From an optimization exercise on the open Yosys and OpenROAD flow, aimed at small area; shortcuts taken in it are not production practice.
RTL that was checked went through simulation tests only; none was proved equivalent to the original.
The RTL of run 6 was laid out without a check of its function.
Power and IR drop assume default switching activity.

`flow/flow/run.sh`:
```
#!/bin/bash
# Standard layout, with the smallest buffer on the ports and a clock tree
# without dummy loads, built from clkbuf_8 leaves over clusters of up to 16 sinks.
set -euo pipefail
CTS="-sink_clustering_enable -repair_clock_nets -dont_use_dummy_load -buf_list {sky130_fd_sc_hd__clkbuf_8} -sink_clustering_size 16 -sink_clustering_max_diameter 50"
bash standard.sh "BUFFER_PORTS_ARGS=-buffer_cell sky130_fd_sc_hd__buf_1" "CTS_ARGS=$CTS" finish > make_finish.log 2>&1
```
`flow/standard.sh`:
```
#!/bin/bash
# synth_recipe.tcl (not shown) runs the flow's synth.tcl, then flattens the netlist and writes it again
# the make line also repeats each setting of config.mk as NAME=value (left out here)
make -C /OpenROAD-flow-scripts/flow DESIGN_CONFIG=/design/flow/config.mk WORK_HOME=/design/flow/orfs CLKGATE_MAP_FILE= SYNTH_SCRIPT=/design/flow/synth_recipe.tcl "${@:-finish}"
```
`flow/config.mk`:
```
export PLATFORM = sky130hd
export DESIGN_NAME = Decode_Queue
export DESIGN_NICKNAME = Decode_Queue
export VERILOG_FILES = /design/flow/design.v
export SDC_FILE = /design/flow/constraint.sdc
export NUM_CORES = 4
export LEC_CHECK = 0
export CAP_MARGIN = 5
export CORE_MARGIN = 2
export CORE_UTILIZATION = 75
export SETUP_SLACK_MARGIN = 0.2
export SLEW_MARGIN = 5
export SYNTH_HIERARCHICAL = 1
```
`flow/constraint.sdc`:
```
create_clock -name core_clock -period 8.0 [get_ports {clock}]
set_input_delay 1.6000 -clock core_clock [delete_from_list [all_inputs] [get_ports {clock}]]
set_output_delay 1.6000 -clock core_clock [all_outputs]
set_load 0.01 [all_outputs]
```
`flow/design.v`:
```
module Decode_Queue(
  input         clock,
  input         reset,
  input         io_clk,
  input         io_reset,
  input  [95:0] io_decoded_insn1,
  input  [95:0] io_decoded_insn2,
  input         io_wr_en1,
  input         io_wr_en2,
  input  [1:0]  io_pop_count,
  output [95:0] io_entry_out1,
  output [95:0] io_entry_out2,
  output        io_fifo_full,
  output        io_fifo_empty,
  output [3:0]  io_head_ptr,
  output [3:0]  io_tail_ptr,
  output [1:0]  io_out_count
);
  reg [4:0]  nwr;
  reg [3:0]  head;
  reg [3:0]  tail;
  reg [4:0]  count;
  wire full  = count[4];
  wire empty = count == 5'h0;
  wire pop   = (io_pop_count != 2'h0) & ~empty;
  wire wr    = (io_wr_en1 | io_wr_en2) & ~full;
  wire [95:0] wdata;
  genvar i, j;
  generate
    for (j = 0; j < 96; j = j + 1) begin : g_wd
      dq_ao22 u_wd (.a1(io_decoded_insn2[j]), .a2(io_wr_en2),
                    .b1(io_decoded_insn1[j]), .b2(~io_wr_en2), .y(wdata[j]));
    end
  endgenerate
  wire [95:0] fifo [0:15];
  generate
    for (i = 0; i < 16; i = i + 1) begin : g_ent
      wire we  = wr & (tail == i);
      dq_entry u_ent (.clock(clock), .we(we), .nwe(~we), .d(wdata), .q(fifo[i]));
    end
  endgenerate
  always @(posedge clock) begin
    if (reset)
      nwr <= 5'h0;
    else if (wr && {1'b0, tail} == nwr)
      nwr <= nwr + 5'h1;
  end
  wire        ren  = pop & ({1'b0, head} < nwr);
  wire [15:0] hsel = (16'h1 << head) & {16{ren}};
  wire        p2   = io_pop_count == 2'h2;
  generate
    for (j = 0; j < 96; j = j + 1) begin : g_rd
      wire [5:0] t;
      wire       a;
      dq_aoi222 u_t0 (.a1(hsel[0]),  .a2(fifo[0][j]),  .b1(hsel[1]),  .b2(fifo[1][j]),
                      .c1(hsel[2]),  .c2(fifo[2][j]),  .y(t[0]));
      dq_aoi222 u_t1 (.a1(hsel[3]),  .a2(fifo[3][j]),  .b1(hsel[4]),  .b2(fifo[4][j]),
                      .c1(hsel[5]),  .c2(fifo[5][j]),  .y(t[1]));
      dq_aoi222 u_t2 (.a1(hsel[6]),  .a2(fifo[6][j]),  .b1(hsel[7]),  .b2(fifo[7][j]),
                      .c1(hsel[8]),  .c2(fifo[8][j]),  .y(t[2]));
      dq_aoi222 u_t3 (.a1(hsel[9]),  .a2(fifo[9][j]),  .b1(hsel[10]), .b2(fifo[10][j]),
                      .c1(hsel[11]), .c2(fifo[11][j]), .y(t[3]));
      dq_aoi222 u_t4 (.a1(hsel[12]), .a2(fifo[12][j]), .b1(hsel[13]), .b2(fifo[13][j]),
                      .c1(hsel[14]), .c2(fifo[14][j]), .y(t[4]));
      dq_nand2  u_t5 (.a(hsel[15]), .b(fifo[15][j]), .y(t[5]));
      dq_and3   u_a  (.a(t[0]), .b(t[1]), .c(t[2]), .y(a));
      dq_nand4  u_o1 (.a(a), .b(t[3]), .c(t[4]), .d(t[5]), .y(io_entry_out1[j]));
      dq_and2   u_o2 (.a(io_entry_out1[j]), .b(p2), .y(io_entry_out2[j]));
    end
  endgenerate
  assign io_fifo_full  = full;
  assign io_fifo_empty = empty;
  assign io_head_ptr   = head;
  assign io_tail_ptr   = tail;
  assign io_out_count  = (count[4:2] != 3'h0) ? io_pop_count :
                         ({3'h0, io_pop_count} > count) ? count[1:0] : io_pop_count;
  always @(posedge clock) begin
    if (reset) begin
      head  <= 4'h0;
      tail  <= 4'h0;
      count <= 5'h0;
    end else begin
      if (pop)
        head <= head + 4'h1;
      else if (io_reset)
        head <= 4'h0;
      if (wr)
        tail <= tail + 4'h1;
      else if (io_reset)
        tail <= 4'h0;
      if (pop)
        count <= count - 5'h1;
      else if (wr)
        count <= count + 5'h1;
      else if (io_reset)
        count <= 5'h0;
    end
  end
endmodule
module dq_entry(
  input         clock,
  input         we,
  input         nwe,
  input  [95:0] d,
  output [95:0] q
);
  reg [95:0] r;
  always @(posedge clock)
    r <= (r & {96{nwe}}) | (d & {96{we}});
  assign q = r;
endmodule
module dq_ao22(input a1, input a2, input b1, input b2, output y);
  assign y = (a1 & a2) | (b1 & b2);
endmodule
module dq_aoi222(input a1, input a2, input b1, input b2, input c1, input c2, output y);
  assign y = ~((a1 & a2) | (b1 & b2) | (c1 & c2));
endmodule
module dq_nand2(input a, input b, output y);
  assign y = ~(a & b);
endmodule
module dq_and2(input a, input b, output y);
  assign y = a & b;
endmodule
module dq_and3(input a, input b, input c, output y);
  assign y = a & b & c;
endmodule
module dq_nand4(input a, input b, input c, input d, output y);
  assign y = ~(a & b & c & d);
endmodule
```
==> results of run 1 <==
-- worst reg2reg max path: cells and delay by family (launching register included) --
kind / cells / cell delay, ps
compound gates: 1 / 240
buf+inv: 2 / 1940
flops: 1 / 480
simple gates: 2 / 1600
-- Yosys stat by module (local to each module, per instance) --
module / flops+latches / cells inside
dq_aoi222: 0 / 1
dq_and2: 0 / 1
dq_entry: 96 / 214
Decode_Queue: 18 / 233
dq_and3: 0 / 1
dq_ao22: 0 / 1
dq_nand4: 0 / 1
dq_nand2: 0 / 1
-- logic make-up after synthesis --
group,Yosys count,share of synthesized area (%)
muxes,4,0.07750
adders and majority gates,19,0.4207
DFF,1554,55.06
xor gates and xnor gates,1,0.01550
AOI/OAI and AO/OA,2149,34.23
buffers and inverters,396,5.394
and+or+nand+nor,494,4.807
-- worst max path at each step --
stage	depth (start not counted)	to	start
after floorplan	8	io_entry_out2[0]	io_pop_count[1]
after global placement	12	io_entry_out2[83]	io_pop_count[0]
after detailed placement	12	io_entry_out2[82]	io_pop_count[0]
after CTS	12	io_entry_out2[82]	io_pop_count[0]
after global routing	12	io_entry_out2[82]	io_pop_count[0]
final	12	io_entry_out2[82]	io_pop_count[0]
-- per-layer routing --
| metal | global-route usage [%] | up-vias | part of all wire [%] |
|---|---|---|---|
| li1 | - | 19658 | - |
| met1 | 59.75 | 22863 | 36 |
| met2 | 71.26 | 4057 | 44 |
| met3 | 10.45 | 829 | 14 |
| met4 | 22.79 | 2 | 5.6 |
| met5 | 0 | - | 0.0087 |
-- through the flow --
step                      std cells  power (mW)  hold slack, ps
after floorplan                4617       12.88           448.0
after global placement         5716       13.92           461.6
after detailed placement       5716       14.13           467.3
after CTS                      5836       17.68           486.6
after global routing           5837       18.44           496.1
final                          5837       17.85           487.5
-- sequential cells by signal (all words and copies together), names as in the netlist --
register,cells
tail,4
head,4
g_ent.u_ent.r,1536
count,5
nwr,5
-- cell usage in the layout, fill, tap and decap left out, types with 10 or more instances in the layout --
master / netlist / layout
clkbuf_8: 0 / 120
nor2_4: 2 / 18
inv_1: 34 / 17
a222oi_1: 480 / 480
and3_1: 97 / 97
and2_1: 97 / 97
nand3_4: 0 / 10
buf_4: 0 / 74
ha_1: 19 / 19
a22o_1: 1633 / 1633
inv_4: 0 / 17
nand4_1: 100 / 100
dfxtp_1: 1554 / 1554
nor2_1: 33 / 17
buf_12: 0 / 15
nand2_1: 114 / 111
a21oi_1: 13 / 13
buf_1: 0 / 401
-- power groups by stage --
stage	sequential [mW]	clock [mW]	combinational (mW)
finish	10.1	3.71	4.01
global placement	10.2	0	3.75
global route	10.3	3.97	4.19
CTS	10.1	3.69	3.90
floorplan	10.0	0	2.87
detailed placement	10.2	0	3.88
-- layout make-up --
type / instances / area share, %
flip-flops and latches: 1554 / 52.59
multi-input cells: 2667 / 38.26
repair buffers: 491 / 4.004
clock buffers: 120 / 2.792
well taps: 969 / 2.049
inverters: 35 / 0.3024
diodes: 1 / 0.004230
==> summary.txt, run 1 <==
Outcome: timing/DRC/antenna clean
Sw Ratio: 29.98%
Initial antenna violation count: 2
P_sw: 5.352 mW
Share of the synthesized area in the top cell type: 55.06%
FF/Latch Area: 0.03111 mm2
Fin util: 79.33%
# IOs: 404
Clk buf depth: 3
Clock slew at reported path FFs: 60 ps
Core Box Area: 0.07457 mm2
Hold Path Class: reg2reg
VDD IR max: 0.2346 mV
CP endpoint kind: output pin
Comb power frac: 22.4%
Post-CTS sizing: 0
Die width: 278.5 um
Worst path top cell family by delay: simple AND/OR/NAND/NOR gates
CP most frequent cell: nor2_4
Mean post-synth cell area: 12.24 um2
Endpoints failing setup: 0
Place WS: 1414 ps
Final Cell Area: 0.05916 mm2
Worst slew margin: 20.02%
CTS Hold Bufs: 0
ANT nets after route: 0
Pwr/cell area: 301.8 mW/mm2
Total routed wirelength: 184000 um
Top-count cell post-synth: a22o_1
Pleak: 22.01 nW
MaxCap Viol Count: 0
First-pass iteration count of the detailed router: 9
Fin nets: 5088
EDFF count, synth: 0
Top cells by count, synth: a22o_1 (1633), dfxtp_1 (1554), a222oi_1 (480), buf_6 (178), buf_2 (176)
Top_reg_cell synth: dfxtp_1
First-pass GRT wire length: 277500 um
Vias in the first global route: 46359
Worst Path Required: 6400 ps
Detailed placement HPWL: 96490 um
Total number of vias: 47409
Placer Congestion: 0.8211
WHS Path Cells: 1
Starting Density: 75.78%
Area after DPL: 0.05751 mm2
Critical path's slowest cell: nor2_4
Worst Path Buf+Inv: 4
Largest net degree at the start of global routing: 97
Port Buffers: 402
Core Rows: 100
Distinct cells, synth: 43
Final Worst Setup Slack: 1203 ps
Crit-path max cell delay: 1070 ps
RR Endpoint: g_ent[1].u_ent.r[12]
Area of the multi-input gates: 0.02264 mm2
Crit path cell chain: buf_1, nor2_4, nor2_4, o2111ai_2, nor2_4, buf_4, buf_4, a222oi_1, and3_1, nand4_1, and2_1, buf_1
Mapped Nets: 4836
Hold endpoint: g_ent[2].u_ent.r[0]
Ys Warns: 8
Mapped Area: 0.05651 mm2
Max frequency: 147.1 MHz
Cell taking the most area after synthesis: dfxtp_1
Max-slew violation count: 0
FF-to-FF Start: tail[3]
Layout area overhead: 4.696%
Root Driver: clkbuf_8
FF-to-FF path depth: 5
Layout fillers: 4890
Clock power share: 20.8%
Clock Latency Late Sink: 790 ps
Sequential fraction of the synthesis area: 55.06%
RSZ-0062 raised after global routing: false
Internal: 12.50 mW
Layout cells sized above 1: 5.486%
Worst Max-Slew Pin Slew: 1200 ps
Total die area: 0.07755 mm2
Setup TNS: 0 ps
Postcts setup bufs: 0
#FFs+latches synth: 1554
Die height: 278.5 um
TritonCTS buffer count: 120
Seq pwr share: 56.8%
DRC: 0
1st-iter DRT viols: 8037
Max Clock Skew: 55.37 ps
CP Class: in2out
Period minus WS final: 6797 ps
Vias per inst: 8.122
Reg2reg setup slack: 3670 ps
Depth of the CTS H-tree: 3
TritonCTS clock tree: built
Clock sink total: 1554
Final Hold Fails: 0
Top post-synthesis cells by area: dfxtp_1 (55%), a22o_1 (25%), a222oi_1 (8.5%)
Startpoint Class: primary input
GRT Overall Usage: 45.59%
Hold path start: g_ent[2].u_ent.r[0]
Wirelength per Cell: 31.52 um
Worst path arrival time: 5200 ps
Synth async-reset ratio: 0%
CP Max Fanout: 24
GR Overflow Total: 0
Post-Synthesis Cells: 4617
Fin crit share: 84.97%
==> inputs of run 2 (changes only) <==
==> flow/flow/run.sh (replaced) <==
#!/bin/bash
# Standard layout, with the smallest buffer on the ports and a clock tree
# without dummy loads, built from clkbuf_4 buffers over clusters of up to 10 sinks.
set -euo pipefail
CTS="-sink_clustering_enable -repair_clock_nets -dont_use_dummy_load -buf_list {sky130_fd_sc_hd__clkbuf_4} -sink_clustering_size 10 -sink_clustering_max_diameter 40"
bash standard.sh "BUFFER_PORTS_ARGS=-buffer_cell sky130_fd_sc_hd__buf_1" "CTS_ARGS=$CTS" finish > make_finish.log 2>&1
==> run 2 against run 1 <==
  * Final area fell by 0.47%
  * Largest power group unchanged
  * Fmax fell by 3.8%
  * Via count rose by 0.66%
  * Largest cell class unchanged
  * First-iteration DRC count fell by 0.29%
  * Global-route usage rose by 0.12 points
  * Clock skew rose by 65 ps
  * Die area did not move
  * Still clean
  * Combinational power barely moved
  * Critical endpoint unchanged
  * Sequential cell count did not move
  * Clock-buffer cell count rose by 61
  * Sequential share of layout area rose by 0.25 points
==> summary.txt, run 2 <==
Outcome: timing/DRC/antenna clean
DRC: 0
Clock Latency Late Sink: 1160 ps
# IOs: 404
Endpoints failing setup: 0
Worst slew margin: 20.81%
Final Hold Fails: 0
Wirelength per Cell: 31.15 um
Largest regs: g_ent.u_ent.r: 1536 flops, count: 5 flops, nwr: 5 flops
MaxCap Viol Count: 0
First-pass GRT wire length: 277500 um
Starting Density: 75.78%
Fin nets: 5149
Clock sink total: 1554
Largest net degree at the start of global routing: 97
Synth Area in Adders: 0.4207%
Share of the synthesized area in the top cell type: 55.06%
Vias in the first global route: 46684
EDFF count, synth: 0
Synth Area in XOR/XNOR: 0.01550%
Worst path arrival time: 5460 ps
Clk buf depth: 3
Initial antenna violation count: 5
CP Class: reg2out
Worst Max-Slew Pin Slew: 1188 ps
Mux contribution to synthesized area: 0.07750%
Total routed wirelength: 184000 um
Pwr/cell area: 298.9 mW/mm2
Seq pwr share: 57.6%
Depth of the CTS H-tree: 4
TritonCTS buffer count: 181
Die height: 278.5 um
Layout cells sized above 1: 6.656%
Clock slew at reported path FFs: 80 ps
Root Driver: clkbuf_4
Top cells by count, synth: a22o_1 (1633), dfxtp_1 (1554), a222oi_1 (480), buf_6 (178), buf_2 (176)
Period minus WS final: 7063 ps
VDD IR max: 0.2172 mV
Die width: 278.5 um
Max frequency: 141.6 MHz
CTS Hold Bufs: 0
Fin util: 78.96%
Synth Area in Compound Gates: 34.23%
Core Box Area: 0.07457 mm2
Mapped Nets: 4836
Total die area: 0.07755 mm2
First-pass iteration count of the detailed router: 10
#FFs+latches synth: 1554
Detailed placement HPWL: 96490 um
Top_reg_cell synth: dfxtp_1
TritonCTS clock tree: built
Post-Synthesis Cells: 4617
Main combinational cell family by area after synthesis: compound AO/OA/AOI/OAI gates
Vias per inst: 8.082
Most common cell after layout, fill and taps aside: a22o_1
GRT Overall Usage: 45.71%
1st-iter DRT viols: 8014
Synth async-reset ratio: 0%
CP endpoint kind: output pin
Setup TNS: 0 ps
P_sw: 5.396 mW
Comb power frac: 22.8%
Most frequent cells in the layout: a22o_1 (1633), dfxtp_1 (1554), a222oi_1 (480)
Post-CTS sizing: 0
Internal: 12.20 mW
Mean post-synth cell area: 12.24 um2
GR Overflow Total: 0
Hold WS: 488.3 ps
Startpoint Class: flip-flop
Core Rows: 100
RSZ-0062 raised after global routing: false
Top post-synthesis cells by area: dfxtp_1 (55%), a22o_1 (25%), a222oi_1 (8.5%)
Hold Path Class: reg2reg
Placer Congestion: 0.8211
Clock power share: 19.7%
Top-count cell post-synth: a22o_1
Cell taking the most area after synthesis: dfxtp_1
Sw Ratio: 30.66%
Postcts setup bufs: 0
Max Clock Skew: 120.0 ps
Max-slew violation count: 0
Post-Synth Simple-Gate Area: 4.807%
Mapped Area: 0.05651 mm2
Layout fillers: 4973
Ys Warns: 8
Worst Path Required: 6400 ps
Fin crit share: 88.29%
Pleak: 21.98 nW
Sequential fraction of the synthesis area: 55.06%
Most flops, register: g_ent.u_ent.r
Layout area overhead: 4.209%
Distinct cells, synth: 43
Max reg flops: 1536
Total number of vias: 47724
ANT nets after route: 0
CP Max Fanout: 24
Port Buffers: 402
run 2: cell counts after synthesis:
Identical to the previous run, type by type.
run 2: path summary, 6_finish.rpt:
kind / slack, ps / cells after the start / startpoint / to
setup / recovery: 940 / 14 / count[0] / io_entry_out2[82]
hold reg to reg: 490 / 1 / g_ent[10].u_ent.r[54] / g_ent[10].u_ent.r[54]
setup reg to reg: 3590 / 5 / tail[3] / g_ent[1].u_ent.r[53]
hold / removal: 490 / 1 / g_ent[10].u_ent.r[54] / g_ent[10].u_ent.r[54]
run 2: cells by family after synthesis:
logic type | after synthesis
AOI/OAI and AO/OA | 2149
xor gates and xnor gates | 1
muxes | 4
adders and majority gates | 19
and+or+nand+nor | 494
buffers and inverters | 396
DFF | 1554
run 2: area by class of cell:
cell class | instances | area (um2) | area share [%]
Multi-Input combinational cell | 2667 | 22640 | 38.44
Clock buffer | 181 | 1359 | 2.308
Timing Repair Buffer | 491 | 2369 | 4.022
Antenna cell | 8 | 20.02 | 0.03400
Inverter | 35 | 178.9 | 0.3038
Tap cell | 969 | 1212 | 2.059
Sequential cell | 1554 | 31110 | 52.83
run 2: routing by layer:
layer	global-route usage, %	wire, um
met1	60.00	66920
met2	70.97	80930
met3	10.59	25900
met4	23.48	10150
met5	0	56
run 2: critical path: stages, from the launching register on:
cell       delay (ps)
dfxtp_1           420
inv_1             150
ha_1              230
or4b_4            250
clkinv_4           90
nor2_4            240
o2111ai_2         570
nor2_4           1040
buf_4             310
buf_4             210
a222oi_1          120
and3_1            230
nand4_1           120
and2_1            140
buf_1             160
run 2: metrics by stage:
| stage | cells | worst slack (ps) | cell area [um2] | power, mW |
|---|---|---|---|---|
| 3_3_place_gp | 5716 | 1413 | 57510 | 13.92 |
| 6_report | 5905 | 937.1 | 58890 | 17.60 |
| 2_1_floorplan | 4617 | 268.6 | 56510 | 12.88 |
| 4_1_cts | 5897 | 1088 | 58870 | 17.40 |
| 3_5_place_dp | 5716 | 1414 | 57510 | 14.13 |
| 5_1_grt | 5902 | 846.2 | 58880 | 18.20 |
run 2: power by group through the flow:
| stage | combinational, mW | clock, mW | sequential (mW) |
|---|---|---|---|
| after floorplan | 2.87 | 0 | 10.0 |
| after global placement | 3.75 | 0 | 10.2 |
| after detailed placement | 3.88 | 0 | 10.2 |
| after CTS | 3.89 | 3.43 | 10.1 |
| after global routing | 4.19 | 3.74 | 10.3 |
| final | 4.00 | 3.46 | 10.1 |
run 2: per-module statistics from Yosys (local to each module, per instance):
module	area (um2)	copies in the design
dq_nand2	3.754	96
dq_nand4	6.256	96
Decode_Queue	1634	1
dq_ao22	8.758	96
dq_entry	2942	16
dq_aoi222	10.01	480
dq_and3	6.256	96
dq_and2	6.256	96
==> inputs of run 3 (changes only) <==
==> flow/flow/run.sh (replaced) <==
#!/bin/bash
# Standard layout, with the smallest buffer on the ports and a clock tree
# without dummy loads, built from clkbuf_4 buffers over clusters of up to 9 sinks.
set -euo pipefail
CTS="-sink_clustering_enable -repair_clock_nets -dont_use_dummy_load -buf_list {sky130_fd_sc_hd__clkbuf_4} -sink_clustering_size 9 -sink_clustering_max_diameter 35"
bash standard.sh "BUFFER_PORTS_ARGS=-buffer_cell sky130_fd_sc_hd__buf_1" "CTS_ARGS=$CTS" finish > make_finish.log 2>&1
--- a/flow/config.mk
+++ b/flow/config.mk
@@ -8,5 +8,5 @@
 export CAP_MARGIN = 5
 export CORE_MARGIN = 2
-export CORE_UTILIZATION = 75
+export CORE_UTILIZATION = 80
 export SETUP_SLACK_MARGIN = 0.2
 export SLEW_MARGIN = 5
==> run 3 against run 2 <==
  * Still clean on timing, DRC and antenna
  * Sequential share of layout area shrank 0.13 points
  * Clock-buffer cell count grew 20
  * Sequential cell count is the same
  * Synthesized cell count is the same
  * Non-clock buffer count shrank 3
  * Wire length grew 2.2%
  * Global-route usage grew 4.1 points
  * Final area grew 0.25%
  * First-iteration DRC count grew 15%
  * Critical endpoint is now io_entry_out2[17]
  * Largest power group unchanged
==> summary.txt, run 3 <==
#FFs+latches synth: 1554
Endpoints failing setup: 0
1st-iter DRT viols: 9214
TritonCTS buffer count: 201
Top_reg_cell synth: dfxtp_1
Top-count cell post-synth: a22o_1
Worst path arrival time: 5340 ps
Worst slew margin: 12.75%
MaxCap Viol Count: 0
EDFF count, synth: 0
Total routed wirelength: 187900 um
Max frequency: 144.2 MHz
Top post-synthesis cells by area: dfxtp_1 (55%), a22o_1 (25%), a222oi_1 (8.5%)
Mapped Area: 0.05651 mm2
Sequential fraction of the synthesis area: 55.06%
ANT nets after route: 0
Layout cells sized above 1: 6.977%
Fin nets: 5166
GRT Overall Usage: 49.80%
Worst Max-Slew Pin Slew: 1306 ps
Top cells by count, synth: a22o_1 (1633), dfxtp_1 (1554), a222oi_1 (480), buf_6 (178), buf_2 (176)
Most common cell after layout, fill and taps aside: a22o_1
Ys Warns: 8
Root Driver: clkbuf_4
Mapped Nets: 4836
Most frequent cells in the layout: a22o_1 (1633), dfxtp_1 (1554), a222oi_1 (480)
Setup TNS: 0 ps
Largest regs: g_ent.u_ent.r: 1536 flops, count: 5 flops, nwr: 5 flops
Wirelength per Cell: 31.91 um
Die height: 269.8 um
GR Overflow Total: 0
Clock Latency Late Sink: 1070 ps
Share of the synthesized area in the top cell type: 55.06%
Most flops, register: g_ent.u_ent.r
First-pass GRT wire length: 284700 um
Placer Congestion: 0.8221
Port Buffers: 402
Clock sink total: 1554
Total number of vias: 48936
Max reg flops: 1536
Final Hold Fails: 0
CTS Hold Bufs: 0
Outcome: timing/DRC/antenna clean
Postcts setup bufs: 0
DRC: 0
Initial antenna violation count: 3
Dpl cells: 5684
Largest net degree at the start of global routing: 97
Final Worst Setup Slack: 1064 ps
RSZ-0062 raised after global routing: false
Depth of the CTS H-tree: 4
Place WS: 1451 ps
CP endpoint kind: output pin
Final Power: 17.74 mW
Cell taking the most area after synthesis: dfxtp_1
Starting Density: 80.69%
Max-slew violation count: 0
Clock slew at reported path FFs: 60 ps
Worst Path Required: 6400 ps
Layout area overhead: 4.468%
Detailed placement HPWL: 96230 um
CP Max Fanout: 24
VDD IR max: 0.2033 mV
Max Clock Skew: 87.28 ps
TritonCTS clock tree: built
Startpoint Class: flip-flop
Total die area: 0.07278 mm2
Mean post-synth cell area: 12.24 um2
Core Rows: 97
CP Class: reg2out
Die width: 269.8 um
Vias in the first global route: 48400
First-pass iteration count of the detailed router: 8
Hold Path Class: reg2reg
Final cell count without fillers: 5890
# IOs: 404
Pwr/cell area: 300.5 mW/mm2
Post-CTS sizing: 0
Clk buf depth: 3
Core Box Area: 0.07003 mm2
Synth async-reset ratio: 0%
Pleak: 22.07 nW
Vias per inst: 8.308
Period minus WS final: 6936 ps
Distinct cells, synth: 43
Fin crit share: 86.70%
Post-Synthesis Cells: 4617
Fin util: 84.30%
-- run 3: report_power, final --
group	internal, mW	switching [mW]	total [mW]
clock network	1.15	2.45	3.60
registers	9.27	0.885	10.2
logic	1.87	2.12	3.99
total	12.3	5.45	17.7
-- run 3: path summary, 6_finish.rpt --
path	start	end	slack, ps	depth (start not counted)
setup / recovery	count[0]	io_entry_out2[17]	1060	13
setup reg to reg	count[4]	g_ent[11].u_ent.r[60]	3400	6
hold / removal	g_ent[10].u_ent.r[77]	g_ent[10].u_ent.r[77]	490	1
hold reg to reg	g_ent[10].u_ent.r[77]	g_ent[10].u_ent.r[77]	490	1
-- run 3: area by class of cell --
cell class,count,area (um2)
Clock buffer,201,1509
Tap cell,940,1176
Antenna cell,5,12.51
Multi-Input combinational cell,2667,22640
Sequential cell,1554,31110
Inverter,35,178.9
Timing Repair Buffer,488,2409
Fill cell,4089,11000
-- run 3: stage by stage --
step / instance area [um2] / hold slack [ps]
after floorplan: 56510 / 448.0
after global placement: 57510 / 460.7
after detailed placement: 57510 / 464.4
after CTS: 59020 / 486.2
after global routing: 59030 / 499.1
final: 59030 / 486.0
-- run 3: cells by family (layout without fill, tap and decap cells) --
logic type	count (synthesis)	in the layout	share of synthesized area [%]
DFF	1554	1554	55.06
xor gates and xnor gates	1	1	0.01550
other	0	5	0
buffers and inverters	396	724	5.394
muxes	4	4	0.07750
adders and majority gates	19	19	0.4207
AOI/OAI and AO/OA	2149	2149	34.23
and+or+nand+nor	494	494	4.807
-- run 3: worst max-delay path, stage by stage, from the launching register on --
cell	delay, ps
dfxtp_1	410
inv_1	140
ha_1	210
or4b_4	240
clkinv_4	90
nor2_4	230
o2111ai_2	550
nor2_4	940
buf_4	520
a222oi_1	200
and3_1	210
nand4_1	200
and2_1	160
buf_1	160
-- run 3: routing by layer --
| metal | up-vias | global-route usage [%] | wire, um |
|---|---|---|---|
| met3 | 1126 | 15.20 | 31590 |
| met2 | 4815 | 75.18 | 79930 |
| met5 | - | 0 | 0 |
| li1 | 19894 | - | - |
| met1 | 23101 | 64.00 | 64410 |
| met4 | 0 | 27.85 | 12010 |
-- run 3: Yosys stat by module (local to each module, per instance) --
module	area (um2)	cells	times used
Decode_Queue	1634	233	1
dq_and2	6.256	1	96
dq_and3	6.256	1	96
dq_ao22	8.758	1	96
dq_aoi222	10.01	1	480
dq_entry	2942	214	16
dq_nand2	3.754	1	96
dq_nand4	6.256	1	96
==> inputs of run 4 (changes only) <==
--- a/flow/config.mk
+++ b/flow/config.mk
@@ -8,5 +8,5 @@
 export CAP_MARGIN = 5
 export CORE_MARGIN = 2
-export CORE_UTILIZATION = 80
+export CORE_UTILIZATION = 75
 export SETUP_SLACK_MARGIN = 0.2
 export SLEW_MARGIN = 5
==> run 4 against run 3 <==
  * Still clean on timing, DRC and antenna
  * Power increased by 0.11%
  * Clock-buffer cell count rose by 5
  * Non-clock buffer count is 3 higher
  * Combinational power is essentially flat
  * Synthesized area unchanged
  * Utilization fell by 5.1 points
  * Sequential share of layout area about the same
  * Clock skew is 40 ps higher
  * Global-route usage is 4.0 points lower
  * Register-to-register slack better by 190 ps
  * Largest power group unchanged
==> summary.txt, run 4 <==
Hold WS: 485.9 ps
FF/Latch Area: 0.03111 mm2
Starting Density: 75.78%
Depth of the CTS H-tree: 4
Seq pwr share: 57.1%
Cell taking the most area after synthesis: dfxtp_1
Layout area overhead: 4.524%
Comb power frac: 22.5%
Ys Warns: 8
Port Buffers: 402
GR Overflow Total: 0
Core Rows: 100
P_sw: 5.415 mW
Top_reg_cell synth: dfxtp_1
VDD IR max: 0.2291 mV
Root Driver: clkbuf_4
Most flops, register: g_ent.u_ent.r
Area of the multi-input gates: 0.02264 mm2
Final cell count without fillers: 5926
# IOs: 404
Final Cell Area: 0.05906 mm2
Outcome: timing/DRC/antenna clean
Dpl cells: 5716
Mean post-synth cell area: 12.24 um2
Period minus WS final: 7025 ps
Post-CTS sizing: 0
First-pass iteration count of the detailed router: 11
Post-Synthesis Cells: 4617
Fin crit share: 87.81%
Layout fillers: 4948
FF-to-FF Start: tail[3]
Pwr/cell area: 300.6 mW/mm2
Worst Path Required: 6400 ps
FF-to-FF path depth: 5
Initial antenna violation count: 4
Largest regs: g_ent.u_ent.r: 1536 flops, count: 5 flops, nwr: 5 flops
Hold Path Class: reg2reg
Internal: 12.34 mW
Clk buf depth: 3
Top-count cell post-synth: a22o_1
Max-slew violation count: 0
TritonCTS clock tree: built
Vias per inst: 8.071
Mapped Area: 0.05651 mm2
CP Max Fanout: 24
Layout cells sized above 1: 7.127%
Total number of vias: 47830
Max reg flops: 1536
Share of the synthesized area in the top cell type: 55.06%
Wirelength per Cell: 31.11 um
Startpoint Class: flip-flop
Reg2reg setup slack: 3590 ps
TritonCTS buffer count: 206
Worst slew margin: 20.46%
Top post-synthesis cells by area: dfxtp_1 (55%), a22o_1 (25%), a222oi_1 (8.5%)
CP endpoint kind: output pin
Largest net degree at the start of global routing: 97
First-pass GRT wire length: 278000 um
Max Clock Skew: 127.3 ps
Endpoints failing setup: 0
Fin nets: 5174
Most common cell after layout, fill and taps aside: a22o_1
Total routed wirelength: 184300 um
RR Endpoint: g_ent[1].u_ent.r[10]
Worst path arrival time: 5420 ps
Distinct cells, synth: 43
Hold path start: g_ent[1].u_ent.r[37]
Detailed placement HPWL: 96490 um
Core Box Area: 0.07457 mm2
Vias in the first global route: 46825
Top cells by count, synth: a22o_1 (1633), dfxtp_1 (1554), a222oi_1 (480), buf_6 (178), buf_2 (176)
CTS Hold Bufs: 0
#FFs+latches synth: 1554
Sequential fraction of the synthesis area: 55.06%
MaxCap Viol Count: 0
Pleak: 22.09 nW
RSZ-0062 raised after global routing: false
WHS Path Cells: 1
Setup TNS: 0 ps
Clock power share: 20.4%
Die height: 278.5 um
Area after DPL: 0.05751 mm2
EDFF count, synth: 0
Placer Congestion: 0.8211
Sw Ratio: 30.49%
GRT Overall Usage: 45.79%
Max frequency: 142.4 MHz
Clock Latency Late Sink: 1110 ps
CP Class: reg2out
Postcts setup bufs: 0
Clock slew at reported path FFs: 80 ps
Worst Max-Slew Pin Slew: 1193 ps
Mapped Nets: 4836
ANT nets after route: 0
DRC: 0
Final Hold Fails: 0
Die width: 278.5 um
1st-iter DRT viols: 8046
Most frequent cells in the layout: a22o_1 (1633), dfxtp_1 (1554), a222oi_1 (480)
Synth async-reset ratio: 0%
Clock sink total: 1554
Hold endpoint: g_ent[1].u_ent.r[37]
Total die area: 0.07755 mm2
## run 4: critical path: stages, from the launching register on
cell	delay, ps
dfxtp_1	420
inv_1	150
ha_1	230
or4b_4	250
clkinv_4	90
nor2_4	240
o2111ai_2	570
nor2_4	1050
buf_4	320
buf_4	210
a222oi_1	120
and3_1	230
nand4_1	120
and2_1	140
buf_1	160
## run 4: logic make-up (layout without fill, tap and decap cells)
kind of cell               after synthesis  in the layout  synth area share [%]
and+or+nand+nor                        494            494                 4.807
buffers and inverters                  396            732                 5.394
adders and majority gates               19             19                0.4207
muxes                                    4              4               0.07750
DFF                                   1554           1554                 55.06
other                                    0              4                     0
xor gates and xnor gates                 1              1               0.01550
AOI/OAI and AO/OA                     2149           2149                 34.23
## run 4: metal layers
| metal | GRT usage (%) | wire, um | up-vias |
|---|---|---|---|
| li1 | - | - | 19904 |
| met1 | 59.84 | 67130 | 22958 |
| met4 | 23.01 | 9945 | 2 |
| met3 | 11.29 | 26660 | 840 |
| met2 | 71.10 | 80590 | 4126 |
| met5 | 0 | 11 | - |
## run 4: cell type report
type                            count  area share [%]
Sequential cell                  1554           52.67
Multi-Input combinational cell   2667           38.33
Inverter                           35          0.3029
Clock buffer                      206           2.618
Antenna cell                        4         0.01695
Timing Repair Buffer              491           4.010
Tap cell                          969           2.053
## run 4: power by group through the flow
stage,Sequential [mW],Combinational (mW),Clock [mW]
3_3_place_gp,10.2,3.75,0
4_1_cts,10.1,3.89,3.61
3_5_place_dp,10.2,3.88,0
5_1_grt,10.3,4.19,3.92
2_1_floorplan,10.0,2.87,0
6_report,10.1,4.00,3.62
## run 4: how the worst max path moves through the flow
stage / start / depth (start not counted) / end / slack (ps)
finish: count[0] / 14 / io_entry_out2[82] / 980
global route: count[0] / 14 / io_entry_out2[82] / 860
CTS: count[0] / 14 / io_entry_out2[82] / 1080
detailed placement: io_pop_count[0] / 12 / io_entry_out2[82] / 1410
global placement: io_pop_count[0] / 12 / io_entry_out2[83] / 1410
floorplan: io_pop_count[1] / 8 / io_entry_out2[0] / 270
## run 4: stage by stage
stage | setup WS, ps | total power [mW] | utilization (%)
global placement | 1413 | 13.92 | 77.12
global route | 862.0 | 18.39 | 79.20
finish | 975.1 | 17.76 | 79.20
floorplan | 268.6 | 12.88 | -
detailed placement | 1414 | 14.13 | 77.12
CTS | 1081 | 17.59 | 79.19
## run 4: Yosys stat by module, one instance, submodules excluded, a selection
module / copies in the design / flops+latches / cells inside
dq_entry: 16 / 96 / 214
dq_aoi222: 480 / 0 / 1
dq_ao22: 96 / 0 / 1
dq_and2: 96 / 0 / 1
dq_and3: 96 / 0 / 1
dq_nand4: 96 / 0 / 1
dq_nand2: 96 / 0 / 1
==> inputs of run 5 (changes only) <==
--- a/flow/config.mk
+++ b/flow/config.mk
@@ -6,8 +6,8 @@
 export NUM_CORES = 4
 export LEC_CHECK = 0
-export CAP_MARGIN = 5
+export CAP_MARGIN = 0
 export CORE_MARGIN = 2
 export CORE_UTILIZATION = 75
 export SETUP_SLACK_MARGIN = 0.2
-export SLEW_MARGIN = 5
+export SLEW_MARGIN = 0
 export SYNTH_HIERARCHICAL = 1
==> run 5 against run 4 <==
  * Synthesized cell count stayed put
  * Clock-buffer cell count stayed put
  * Sequential power hardly changed
  * Die area stayed put
  * Non-clock buffer count stayed put
  * Hold slack stayed put
  * Fmax stayed put
  * Critical endpoint unchanged
  * Largest cell class unchanged
  * Highest routed layer unchanged
==> summary.txt, run 5 <==
ANT nets after route: 0
Cell taking the most area after synthesis: dfxtp_1
Setup TNS: 0 ps
Die height: 278.5 um
EDFF count, synth: 0
#FFs+latches synth: 1554
Starting Density: 75.78%
Depth of the CTS H-tree: 4
Distinct cells, synth: 43
Crit path cell chain: inv_1, ha_1, or4b_4, clkinv_4, nor2_4, o2111ai_2, nor2_4, buf_4, buf_4, a222oi_1, and3_1, nand4_1, and2_1, buf_1
Max frequency: 142.4 MHz
Period minus WS final: 7025 ps
# IOs: 404
Max-slew violation count: 0
Fin util: 79.20%
Startpoint Class: flip-flop
Worst Path Buf+Inv: 5
MaxCap Viol Count: 0
DRC: 0
Core Box Area: 0.07457 mm2
Fin nets: 5174
Vias per inst: 8.071
GR Overflow Total: 0
Area after DPL: 0.05751 mm2
Mapped Area: 0.05651 mm2
RSZ-0062 raised after global routing: false
Max reg flops: 1536
Die width: 278.5 um
Max Clock Skew: 127.3 ps
Clock sink total: 1554
Most flops, register: g_ent.u_ent.r
Vias in the first global route: 46825
Endpoints failing setup: 0
Sequential fraction of the synthesis area: 55.06%
Layout cells sized above 1: 7.127%
Ys Warns: 8
Total routed wirelength: 184300 um
Final cell count without fillers: 5926
Outcome: timing/DRC/antenna clean
Mean post-synth cell area: 12.24 um2
Most common cell after layout, fill and taps aside: a22o_1
Total number of vias: 47830
Worst slew margin: 20.46%
Largest regs: g_ent.u_ent.r: 1536 flops, count: 5 flops, nwr: 5 flops
Dpl cells: 5716
Root Driver: clkbuf_4
Port Buffers: 402
CTS Hold Bufs: 0
CP Max Fanout: 24
Wirelength per Cell: 31.11 um
Top-count cell post-synth: a22o_1
Postcts setup bufs: 0
TritonCTS clock tree: built
Pleak: 22.09 nW
Pwr/cell area: 300.6 mW/mm2
Crit-path max cell delay: 1050 ps
Worst Max-Slew Pin Slew: 1193 ps
Share of the synthesized area in the top cell type: 55.06%
Final Cell Area: 0.05906 mm2
Top cells by count, synth: a22o_1 (1633), dfxtp_1 (1554), a222oi_1 (480), buf_6 (178), buf_2 (176)
Hold path start: g_ent[1].u_ent.r[37]
Layout area overhead: 4.524%
Most frequent cells in the layout: a22o_1 (1633), dfxtp_1 (1554), a222oi_1 (480)
Worst path top cell family by delay: simple AND/OR/NAND/NOR gates
Detailed placement HPWL: 96490 um
Post-Synthesis Cells: 4617
TritonCTS buffer count: 206
Synth async-reset ratio: 0%
Placer Congestion: 0.8211
Largest net degree at the start of global routing: 97
Top post-synthesis cells by area: dfxtp_1 (55%), a22o_1 (25%), a222oi_1 (8.5%)
Hold Path Class: reg2reg
Final Worst Setup Slack: 975.1 ps
Hold WS: 485.9 ps
First-pass iteration count of the detailed router: 11
Critical path's slowest cell: nor2_4
Clk buf depth: 3
Fin crit share: 87.81%
1st-iter DRT viols: 8046
Mapped Nets: 4836
Final Hold Fails: 0
Total die area: 0.07755 mm2
VDD IR max: 0.2291 mV
FF-to-FF Start: tail[3]
First-pass GRT wire length: 278000 um
Origin of the worst setup path: count[0]
GRT Overall Usage: 45.79%
Clock slew at reported path FFs: 80 ps
Core Rows: 100
Final Power: 17.76 mW
Initial antenna violation count: 4
Post-CTS sizing: 0
Top_reg_cell synth: dfxtp_1
CP endpoint kind: output pin
Layout fillers: 4948
Worst path arrival time: 5420 ps
Place WS: 1414 ps
CP Class: reg2out
Clock Latency Late Sink: 1110 ps
Worst Path Required: 6400 ps
[run 5: worst reg2reg max path: stages, from the launching register on]
cell	delay, ps
dfxtp_1	480
nor2_1	660
nand3_4	940
inv_4	1060
buf_4	840
a22o_1	240
[run 5: worst paths after layout]
check,to,slack [ps],cells past startpoint
setup / recovery,io_entry_out2[82],980,14
hold / removal,g_ent[1].u_ent.r[37],490,1
setup reg to reg,g_ent[1].u_ent.r[10],3590,5
hold reg to reg,g_ent[1].u_ent.r[37],490,1
[run 5: cell families after synthesis]
kind of cell / count (synthesis) / synth area share [%]
buffers and inverters: 396 / 5.394
muxes: 4 / 0.07750
AOI/OAI and AO/OA: 2149 / 34.23
adders and majority gates: 19 / 0.4207
xor gates and xnor gates: 1 / 0.01550
and+or+nand+nor: 494 / 4.807
DFF: 1554 / 55.06
[run 5: report_power, final]
group          internal, mW  switching, mW
clock                  1.18           2.44
sequential             9.27          0.864
combinational          1.90           2.11
total                  12.3           5.41
[run 5: Yosys stat by module, one instance, submodules excluded]
module,cells,copies in the design,cell area [um2]
dq_nand4,1,96,6.256
dq_ao22,1,96,8.758
dq_and2,1,96,6.256
dq_nand2,1,96,3.754
dq_and3,1,96,6.256
dq_aoi222,1,480,10.01
Decode_Queue,233,1,1634
dq_entry,214,16,2942
[run 5: metal layers]
layer	up-vias	track usage, %	routed length [um]
li1	19904	-	-
met1	22958	59.84	67130
met2	4126	71.10	80590
met3	840	11.29	26660
met4	2	23.01	9945
met5	-	0	11
[run 5: layout make-up]
class / instances / area [um2] / area share [%]
timing repair buffer: 491 / 2369 / 4.010
tap: 969 / 1212 / 2.053
clock buffer: 206 / 1546 / 2.618
multi-input combinational: 2667 / 22640 / 38.33
sequential: 1554 / 31110 / 52.67
inverter: 35 / 178.9 / 0.3029
antenna: 4 / 10.01 / 0.01695
==> inputs of run 6 (changes only) <==
--- a/flow/design.v
+++ b/flow/design.v
@@ -36,6 +36,5 @@
   generate
     for (i = 0; i < 16; i = i + 1) begin : g_ent
-      wire we  = wr & (tail == i);
-      dq_entry u_ent (.clock(clock), .we(we), .nwe(~we), .d(wdata), .q(fifo[i]));
+      dq_entry u_ent (.clock(clock), .wr(wr), .tm(tail == i), .d(wdata), .q(fifo[i]));
     end
   endgenerate
@@ -100,12 +99,29 @@
 module dq_entry(
   input         clock,
-  input         we,
-  input         nwe,
+  input         wr,
+  input         tm,
   input  [95:0] d,
   output [95:0] q
 );
-  reg [95:0] r;
+  genvar g;
+  generate
+    for (g = 0; g < 4; g = g + 1) begin : g_q
+      wire we, nwe;
+      dq_and2  u_we  (.a(wr), .b(tm), .y(we));
+      dq_nand2 u_nwe (.a(wr), .b(tm), .y(nwe));
+      dq_hold  u_r   (.clock(clock), .we(we), .nwe(nwe), .d(d[24*g+23:24*g]), .q(q[24*g+23:24*g]));
+    end
+  endgenerate
+endmodule
+module dq_hold(
+  input         clock,
+  input         we,
+  input         nwe,
+  input  [23:0] d,
+  output [23:0] q
+);
+  reg [23:0] r;
   always @(posedge clock)
-    r <= (r & {96{nwe}}) | (d & {96{we}});
+    r <= (r & {24{nwe}}) | (d & {24{we}});
   assign q = r;
 endmodule
--- a/flow/config.mk
+++ b/flow/config.mk
@@ -6,8 +6,8 @@
 export NUM_CORES = 4
 export LEC_CHECK = 0
-export CAP_MARGIN = 0
+export CAP_MARGIN = 5
 export CORE_MARGIN = 2
 export CORE_UTILIZATION = 75
 export SETUP_SLACK_MARGIN = 0.2
-export SLEW_MARGIN = 0
+export SLEW_MARGIN = 5
 export SYNTH_HIERARCHICAL = 1
==> run 6 against run 5 <==
  * Synthesized cell count up 0.43%
  * Worst setup slack worse by 80 ps
  * Still clean on timing, DRC and antenna
  * Non-clock buffer count up 22
  * Critical path depth down 2
  * Synthesized area up 1.7%
  * Sequential share of layout area down 0.87 points
  * Global-route usage down 1.1 points
  * Hold slack about the same
  * Final area up 1.7%
  * Critical endpoint is now io_entry_out2[89]
  * Power down 1.2%
==> summary.txt, run 6 <==
GRT Overall Usage: 44.66%
Depth of the CTS H-tree: 4
Critical path depth: 12
Top_reg_cell synth: dfxtp_1
Layout area overhead: 4.539%
Setup TNS: 0 ps
Pwr/cell area: 292.2 mW/mm2
Starting Density: 75.64%
Distinct cells, synth: 46
Area after DPL: 0.05851 mm2
Hold WS: 485.6 ps
Max Clock Skew: 111.5 ps
Largest net degree at the start of global routing: 97
Final cell count without fillers: 6122
EDFF count, synth: 0
Period minus WS final: 7105 ps
TritonCTS clock tree: built
Sequential fraction of the synthesis area: 54.15%
Worst path top cell family by delay: simple AND/OR/NAND/NOR gates
Top post-synthesis cells by area: dfxtp_1 (54%), a22o_1 (21%), a222oi_1 (8.4%)
Vias per inst: 7.895
Final Cell Area: 0.06006 mm2
Top cells by count, synth: dfxtp_1 (1554), a22o_1 (1376), a222oi_1 (480), buf_6 (257), a22o_2 (256)
VDD IR max: 0.2796 mV
Mapped Nets: 4856
# IOs: 404
Final Hold Fails: 0
Total die area: 0.07883 mm2
DRC: 0
Fin crit share: 88.81%
Placer Congestion: 0.8323
Ys Warns: 8
GR Overflow Total: 0
1st-iter DRT viols: 7734
Root Driver: clkbuf_4
Hold Path Class: reg2reg
Post-Synthesis Cells: 4637
Worst Path Buf+Inv: 3
Die width: 280.8 um
Fin nets: 5310
TritonCTS buffer count: 205
Dpl cells: 5914
CP Class: reg2out
Max frequency: 140.7 MHz
ANT nets after route: 0
Most frequent cells in the layout: dfxtp_1 (1554), a22o_1 (1376), a222oi_1 (480)
Startpoint Class: flip-flop
Core Box Area: 0.07595 mm2
MaxCap Viol Count: 0
Mean post-synth cell area: 12.39 um2
FF-to-FF path depth: 4
Die height: 280.8 um
Cell taking the most area after synthesis: dfxtp_1
Clock sink total: 1554
Largest regs: g_ent.u_ent.g_q.u_r.r: 1536 flops, count: 5 flops, nwr: 5 flops
Worst Max-Slew Pin Slew: 1362 ps
Most common cell after layout, fill and taps aside: dfxtp_1
Top-count cell post-synth: dfxtp_1
Clk buf depth: 3
Layout fillers: 5015
Final Power: 17.55 mW
Crit-path max cell delay: 1020 ps
Max-slew violation count: 0
Critical path's slowest cell: nor2_4
Most flops, register: g_ent.u_ent.g_q.u_r.r
Worst slew margin: 8.992%
Worst path arrival time: 5510 ps
Pleak: 22.47 nW
Postcts setup bufs: 0
Detailed placement HPWL: 100900 um
Wirelength per Cell: 29.84 um
Synth async-reset ratio: 0%
#FFs+latches synth: 1554
Max reg flops: 1536
First-pass iteration count of the detailed router: 10
Total routed wirelength: 182700 um
Port Buffers: 402
FF/Latch Area: 0.03111 mm2
RSZ-0062 raised after global routing: false
Crit path cell chain: inv_1, ha_1, a21o_1, a21oi_1, o21ai_4, nor2_4, buf_12, a222oi_1, and3_1, nand4_1, and2_1, buf_1
Vias in the first global route: 46527
Core Rows: 101
Clock Latency Late Sink: 1150 ps
Endpoints failing setup: 0
Layout cells sized above 1: 11.79%
WHS Path Cells: 1
Mapped Area: 0.05745 mm2
CP endpoint kind: output pin
Worst Path Required: 6400 ps
CP Max Fanout: 65
Initial antenna violation count: 5
Post-CTS sizing: 0
Share of the synthesized area in the top cell type: 54.15%
Clock slew at reported path FFs: 90 ps
Area of the multi-input gates: 0.02349 mm2
CTS Hold Bufs: 0
Outcome: timing/DRC/antenna clean
First-pass GRT wire length: 273900 um
Total number of vias: 48335
==> run 6: cell types whose count changed in the layout (fill, tap and decap cells not counted), moves of 7 or more <==
cell     previous run  this run
a22o_2              0       256
and2_1             97       173
nand2_1           111       178
buf_4              74        94
a21oi_1            13        20
inv_4              17         1
nand3_4            10         0
a22o_1           1633      1376
nor2_1             17        27
==> run 6: metrics by stage <==
stage	setup slack (ps)	utilization, %
detailed placement	1161	77.04
floorplan	207.6	-
global placement	1265	77.04
global route	761.8	79.07
finish	895.0	79.08
CTS	1032	79.07
==> run 6: metal layers <==
layer  wire, um  GRT usage, %  vias to the layer above
met5         59        0.5003                        -
met4       9062         22.61                        6
met3      28270         13.81                      741
met2      78110         66.55                     4060
met1      67150         58.70                    23238
li1           -             -                    20290
==> run 6: final timing paths <==
kind                                                 startpoint                          endpoint  slack [ps]
worst min register to register  g_ent[11].u_ent.g_q[3].u_r.r[6]   g_ent[11].u_ent.g_q[3].u_r.r[6]         490
worst max register to register                          tail[0]  g_ent[15].u_ent.g_q[3].u_r.r[21]        4730
worst min-delay path            g_ent[11].u_ent.g_q[3].u_r.r[6]   g_ent[11].u_ent.g_q[3].u_r.r[6]         490
worst max-delay path                                   count[0]                 io_entry_out2[89]         890
==> run 6: modules after synthesis (local to each module, per instance), a selection <==
module	cells	cell area, um2
dq_aoi222	1	10.01
Decode_Queue	221	1598
dq_nand2	1	3.754
dq_and3	1	6.256
dq_ao22	1	8.758
dq_nand4	1	6.256
dq_hold	52	740.7
dq_and2	1	6.256
==> run 6: logic make-up after synthesis <==
group	count (synthesis)	share of synthesized area [%]
multiplexers	3	0.05445
XOR/XNOR	6	0.09147
adder cells (fa/ha/maj)	19	0.4138
AND/OR/NAND/NOR	621	5.837
AO/OA/AOI/OAI	2151	34.23
buffers and inverters	283	5.222
flip-flops	1554	54.15
==> run 6: final cells by class <==
cell class | count | share of cell area (%)
Inverter | 17 | 0.1125
Antenna cell | 3 | 0.01250
Clock buffer | 205 | 2.562
Tap cell | 1030 | 2.146
Multi-Input combinational cell | 2800 | 39.11
Sequential cell | 1554 | 51.80
Timing Repair Buffer | 513 | 4.260
==> run 6: power breakdown <==
group	switching [mW]	total [mW]	internal [mW]
Combinational	2.07	3.93	1.86
Clock	2.46	3.63	1.17
Sequential	0.809	9.99	9.18
Total	5.34	17.6	12.2
==> inputs of run 7 (changes only) <==
--- a/flow/design.v
+++ b/flow/design.v
@@ -36,5 +36,6 @@
   generate
     for (i = 0; i < 16; i = i + 1) begin : g_ent
-      dq_entry u_ent (.clock(clock), .wr(wr), .tm(tail == i), .d(wdata), .q(fifo[i]));
+      wire we  = wr & (tail == i);
+      dq_entry u_ent (.clock(clock), .we(we), .nwe(~we), .d(wdata), .q(fifo[i]));
     end
   endgenerate
@@ -99,29 +100,12 @@
 module dq_entry(
   input         clock,
-  input         wr,
-  input         tm,
+  input         we,
+  input         nwe,
   input  [95:0] d,
   output [95:0] q
 );
-  genvar g;
-  generate
-    for (g = 0; g < 4; g = g + 1) begin : g_q
-      wire we, nwe;
-      dq_and2  u_we  (.a(wr), .b(tm), .y(we));
-      dq_nand2 u_nwe (.a(wr), .b(tm), .y(nwe));
-      dq_hold  u_r   (.clock(clock), .we(we), .nwe(nwe), .d(d[24*g+23:24*g]), .q(q[24*g+23:24*g]));
-    end
-  endgenerate
-endmodule
-module dq_hold(
-  input         clock,
-  input         we,
-  input         nwe,
-  input  [23:0] d,
-  output [23:0] q
-);
-  reg [23:0] r;
+  reg [95:0] r;
   always @(posedge clock)
-    r <= (r & {24{nwe}}) | (d & {24{we}});
+    r <= (r & {96{nwe}}) | (d & {96{we}});
   assign q = r;
 endmodule
==> flow/flow/run.sh (replaced) <==
#!/bin/bash
# Standard layout, with the smallest buffer on the ports, a clock tree
# without dummy loads built from clkbuf_8 leaves over clusters of up to 16
# sinks, and downsizing of gates with positive slack after global routing.
set -euo pipefail
CTS="-sink_clustering_enable -repair_clock_nets -dont_use_dummy_load -buf_list {sky130_fd_sc_hd__clkbuf_8} -sink_clustering_size 16 -sink_clustering_max_diameter 50"
bash standard.sh "BUFFER_PORTS_ARGS=-buffer_cell sky130_fd_sc_hd__buf_1" "CTS_ARGS=$CTS" "RECOVER_POWER=100" finish > make_finish.log 2>&1
==> run 7 against run 6 <==
  * Now fails the layout checks on max-capacitance violations, max-slew violations
  * Sequential share of layout area is 0.88 points higher
  * Via count shrank 2.1%
  * Register-to-register slack got worse by 2300 ps
  * Worst setup slack got worse by 320 ps
  * Largest power group unchanged
  * Highest routed layer is now met4
==> summary.txt, run 7 <==
Outcome: failed layout checks
SO Faults: max-capacitance violations, max-slew violations
Total number of vias: 47298
# IOs: 404
Clock sink total: 1554
Hold path start: g_ent[2].u_ent.r[0]
MaxCap Viol Count: 21
Place WS: 1414 ps
Die height: 278.5 um
Final Hold Fails: 0
Mean post-synth cell area: 12.24 um2
Top post-synthesis cells by area: dfxtp_1 (55%), a22o_1 (25%), a222oi_1 (8.5%)
CP endpoint kind: flip-flop
RR Endpoint: g_ent[10].u_ent.r[34]
Most frequent cells in the layout: a22o_1 (1633), dfxtp_1 (1554), a222oi_1 (480)
Clk buf depth: 3
VDD IR max: 0.2349 mV
Worst Path Buf+Inv: 3
Detailed placement HPWL: 96490 um
Critical path's slowest cell: clkbuf_1
Wirelength per Cell: 31.52 um
Worst Max-Slew Pin Slew: 3804 ps
ANT nets after route: 0
#FFs+latches synth: 1554
Worst slew margin: -153.6%
Ys Warns: 8
Highest Signal Layer: met4
Layout area overhead: 4.510%
Max reg flops: 1536
Period minus WS final: 7423 ps
GR Overflow Total: 0
Final Worst Setup Slack: 576.9 ps
Max Clock Skew: 56.52 ps
Mapped Nets: 4836
Total die area: 0.07755 mm2
Reg2reg setup slack: 2410 ps
GRT Overall Usage: 45.59%
Clock slew at reported path FFs: 90 ps
Core Rows: 100
Post-Synthesis Cells: 4617
Worst Path Required: 8670 ps
Layout fillers: 4916
Worst path arrival time: 8090 ps
EDFF count, synth: 0
CP Class: in2reg
First-pass iteration count of the detailed router: 9
DRC: 0
Die width: 278.5 um
Largest regs: g_ent.u_ent.r: 1536 flops, count: 5 flops, nwr: 5 flops
Hold Path Class: reg2reg
Mapped Area: 0.05651 mm2
CTS Hold Bufs: 0
CP Max Fanout: 58
Port Buffers: 402
Postcts setup bufs: 0
Crit path cell chain: clkbuf_1, o21ba_1, and2_0, nand3_4, clkbuf_2, clkbuf_2, a22o_1
Total routed wirelength: 184000 um
Share of the synthesized area in the top cell type: 55.06%
Cell taking the most area after synthesis: dfxtp_1
Largest net degree at the start of global routing: 97
Distinct cells, synth: 43
Max-slew violation count: 937
Sequential fraction of the synthesis area: 55.06%
Fin crit share: 92.79%
First-pass GRT wire length: 277500 um
Worst path top cell family by delay: buffers and inverters
Max frequency: 134.7 MHz
FF-to-FF Start: count[4]
WL met3: 26750 um
Layout cells sized above 1: 5.239%
Setup TNS: 0 ps
Root Driver: clkbuf_8
Top-count cell post-synth: a22o_1
Pleak: 21.87 nW
Hold endpoint: g_ent[2].u_ent.r[0]
Met2 WL: 80750 um
FF-to-FF path depth: 5
Post-CTS sizing: 0
Fin util: 79.19%
CP most frequent cell: clkbuf_2
1st-iter DRT viols: 8166
Vias per inst: 8.103
Origin of the worst setup path: io_wr_en2
Core Box Area: 0.07457 mm2
Depth of the CTS H-tree: 3
RSZ-0062 raised after global routing: false
Most common cell after layout, fill and taps aside: a22o_1
Top_reg_cell synth: dfxtp_1
Synth async-reset ratio: 0%
Clock Latency Late Sink: 790 ps
Most flops, register: g_ent.u_ent.r
Top cells by count, synth: a22o_1 (1633), dfxtp_1 (1554), a222oi_1 (480), buf_6 (178), buf_2 (176)
M1 WL: 66250 um
Vias in the first global route: 46359
TritonCTS buffer count: 120
Endpoints failing setup: 0
Initial antenna violation count: 1
WHS Path Cells: 1
Fin nets: 5088
TritonCTS clock tree: built
Startpoint Class: primary input
Crit-path max cell delay: 1710 ps
Placer Congestion: 0.8211
Starting Density: 75.78%
Pwr/cell area: 302.1 mW/mm2
-- run 7: cell types whose count changed after synthesis, sizes merged, moves of 3 or more --
| cell | before | now |
|---|---|---|
| and2 | 173 | 97 |
| nand4 | 97 | 100 |
| buf | 261 | 354 |
| a21oi | 21 | 13 |
| nand2 | 179 | 114 |
| nand2b | 1 | 6 |
| nor2b | 3 | 8 |
| xor2 | 5 | 0 |
| nor3 | 4 | 7 |
| inv | 17 | 34 |
| nand3 | 12 | 17 |
| and3 | 101 | 97 |
| nor2 | 41 | 35 |
-- run 7: layout make-up --
cell class	instances	area, um2	area share, %
sequential	1554	31110	52.68
clock buffer	120	1652	2.797
timing repair buffer	491	2306	3.905
antenna	1	2.502	0.004237
tap	969	1212	2.053
inverter	35	165.2	0.2797
multi-input combinational	2667	22610	38.28
-- run 7: power by group --
| group | internal (mW) | leakage (nW) | switching [mW] |
|---|---|---|---|
| combinational | 1.89 | 8.31 | 2.10 |
| sequential | 9.27 | 12.7 | 0.866 |
| clock | 1.33 | 0.863 | 2.38 |
| total | 12.5 | 21.9 | 5.35 |
-- run 7: worst max path at each step --
stage / to / slack (ps) / cells after the start
after CTS: io_entry_out2[82] / 1380 / 12
after detailed placement: io_entry_out2[82] / 1410 / 12
after global placement: io_entry_out2[83] / 1410 / 12
after floorplan: io_entry_out2[0] / 270 / 8
after global routing: io_entry_out2[38] / 620 / 13
final: g_ent[15].u_ent.r[93] / 580 / 7
-- run 7: kinds of logic (layout without fill, tap and decap cells) --
kind of cell,Yosys count,in the layout,synth area share [%]
AOI/OAI and AO/OA,2149,2149,34.23
DFF,1554,1554,55.06
and+or+nand+nor,494,494,4.807
buffers and inverters,396,646,5.394
adders and majority gates,19,19,0.4207
muxes,4,4,0.07750
xor gates and xnor gates,1,1,0.01550
other,0,1,0
-- run 7: per-module statistics from Yosys (local to each module, per instance) --
module / times used / area (um2) / cells inside
dq_nand4: 96 / 6.256 / 1
dq_aoi222: 480 / 10.01 / 1
dq_ao22: 96 / 8.758 / 1
dq_and3: 96 / 6.256 / 1
Decode_Queue: 1 / 1634 / 233
dq_entry: 16 / 2942 / 214
dq_and2: 96 / 6.256 / 1
dq_nand2: 96 / 3.754 / 1
-- run 7: through the flow --
| step | hold slack, ps | instances | instance area (um2) | total power, mW |
|---|---|---|---|---|
| after floorplan | 448.0 | 4617 | 56510 | 12.88 |
| after global placement | 461.6 | 5716 | 57510 | 13.92 |
| after detailed placement | 467.3 | 5716 | 57510 | 14.13 |
| after CTS | 486.6 | 5836 | 59160 | 17.68 |
| after global routing | 496.1 | 5837 | 59060 | 18.43 |
| final | 488.6 | 5837 | 59060 | 17.84 |
-- run 7: layer usage --
| layer | vias to the layer above | global-route usage [%] |
|---|---|---|
| met5 | - | 0 |
| met4 | 0 | 22.79 |
| met3 | 822 | 10.45 |
| met2 | 4044 | 71.26 |
| met1 | 22762 | 59.75 |
| li1 | 19670 | - |

-- re-timing with driven ports --
In the flow no input, the clock included, has a driving cell. The finished layouts below were timed again as built, in two steps.
Step 1 (the two cells are an assumption about what drives the block):
set clk [get_ports {clock}]
set_driving_cell -lib_cell sky130_fd_sc_hd__clkbuf_16 $clk
set_driving_cell -lib_cell sky130_fd_sc_hd__buf_2 [delete_from_list [all_inputs] $clk]
Step 2 times the ports against the registers' clock, not the clock port: input delays grow and output delays shrink by t, the midpoint of the rising clock arrivals with the driver on.
a / b / c = ideal ports / drivers / drivers and shift; a / b = the first two.
run | shift t [ns] | slack for setup (ns) | latest minus earliest clock arrival (ns) | worst register clock-pin slew, ns | worst data-port slew with drivers (ns)
run 1 | 0.838 | 1.203 / 1.180 / 1.180 | 0.056 / 0.056 | 0.10 / 0.10 | 0.04
run 2 | 1.175 | 0.937 / 0.864 / 1.233 | 0.121 / 0.120 | 0.12 / 0.12 | 0.04
run 3 | 1.122 | 1.064 / 0.995 / 1.217 | 0.132 / 0.131 | 0.11 / 0.11 | 0.04
run 4 | 1.127 | 0.975 / 0.904 / 1.223 | 0.154 / 0.153 | 0.11 / 0.11 | 0.04
run 5 | 1.127 | 0.975 / 0.904 / 1.223 | 0.154 / 0.153 | 0.11 / 0.11 | 0.04
run 6 | 1.156 | 0.895 / 0.826 / 0.938 | 0.121 / 0.122 | 0.11 / 0.11 | 0.26
run 7 | 0.835 | 0.577 / 0.608 / -0.226 | 0.057 / 0.057 | 0.10 / 0.10 | 0.04
For run 7, which loses most, drivers alone change the setup slack by +0.031 ns; drivers and shift together by -0.803 ns.
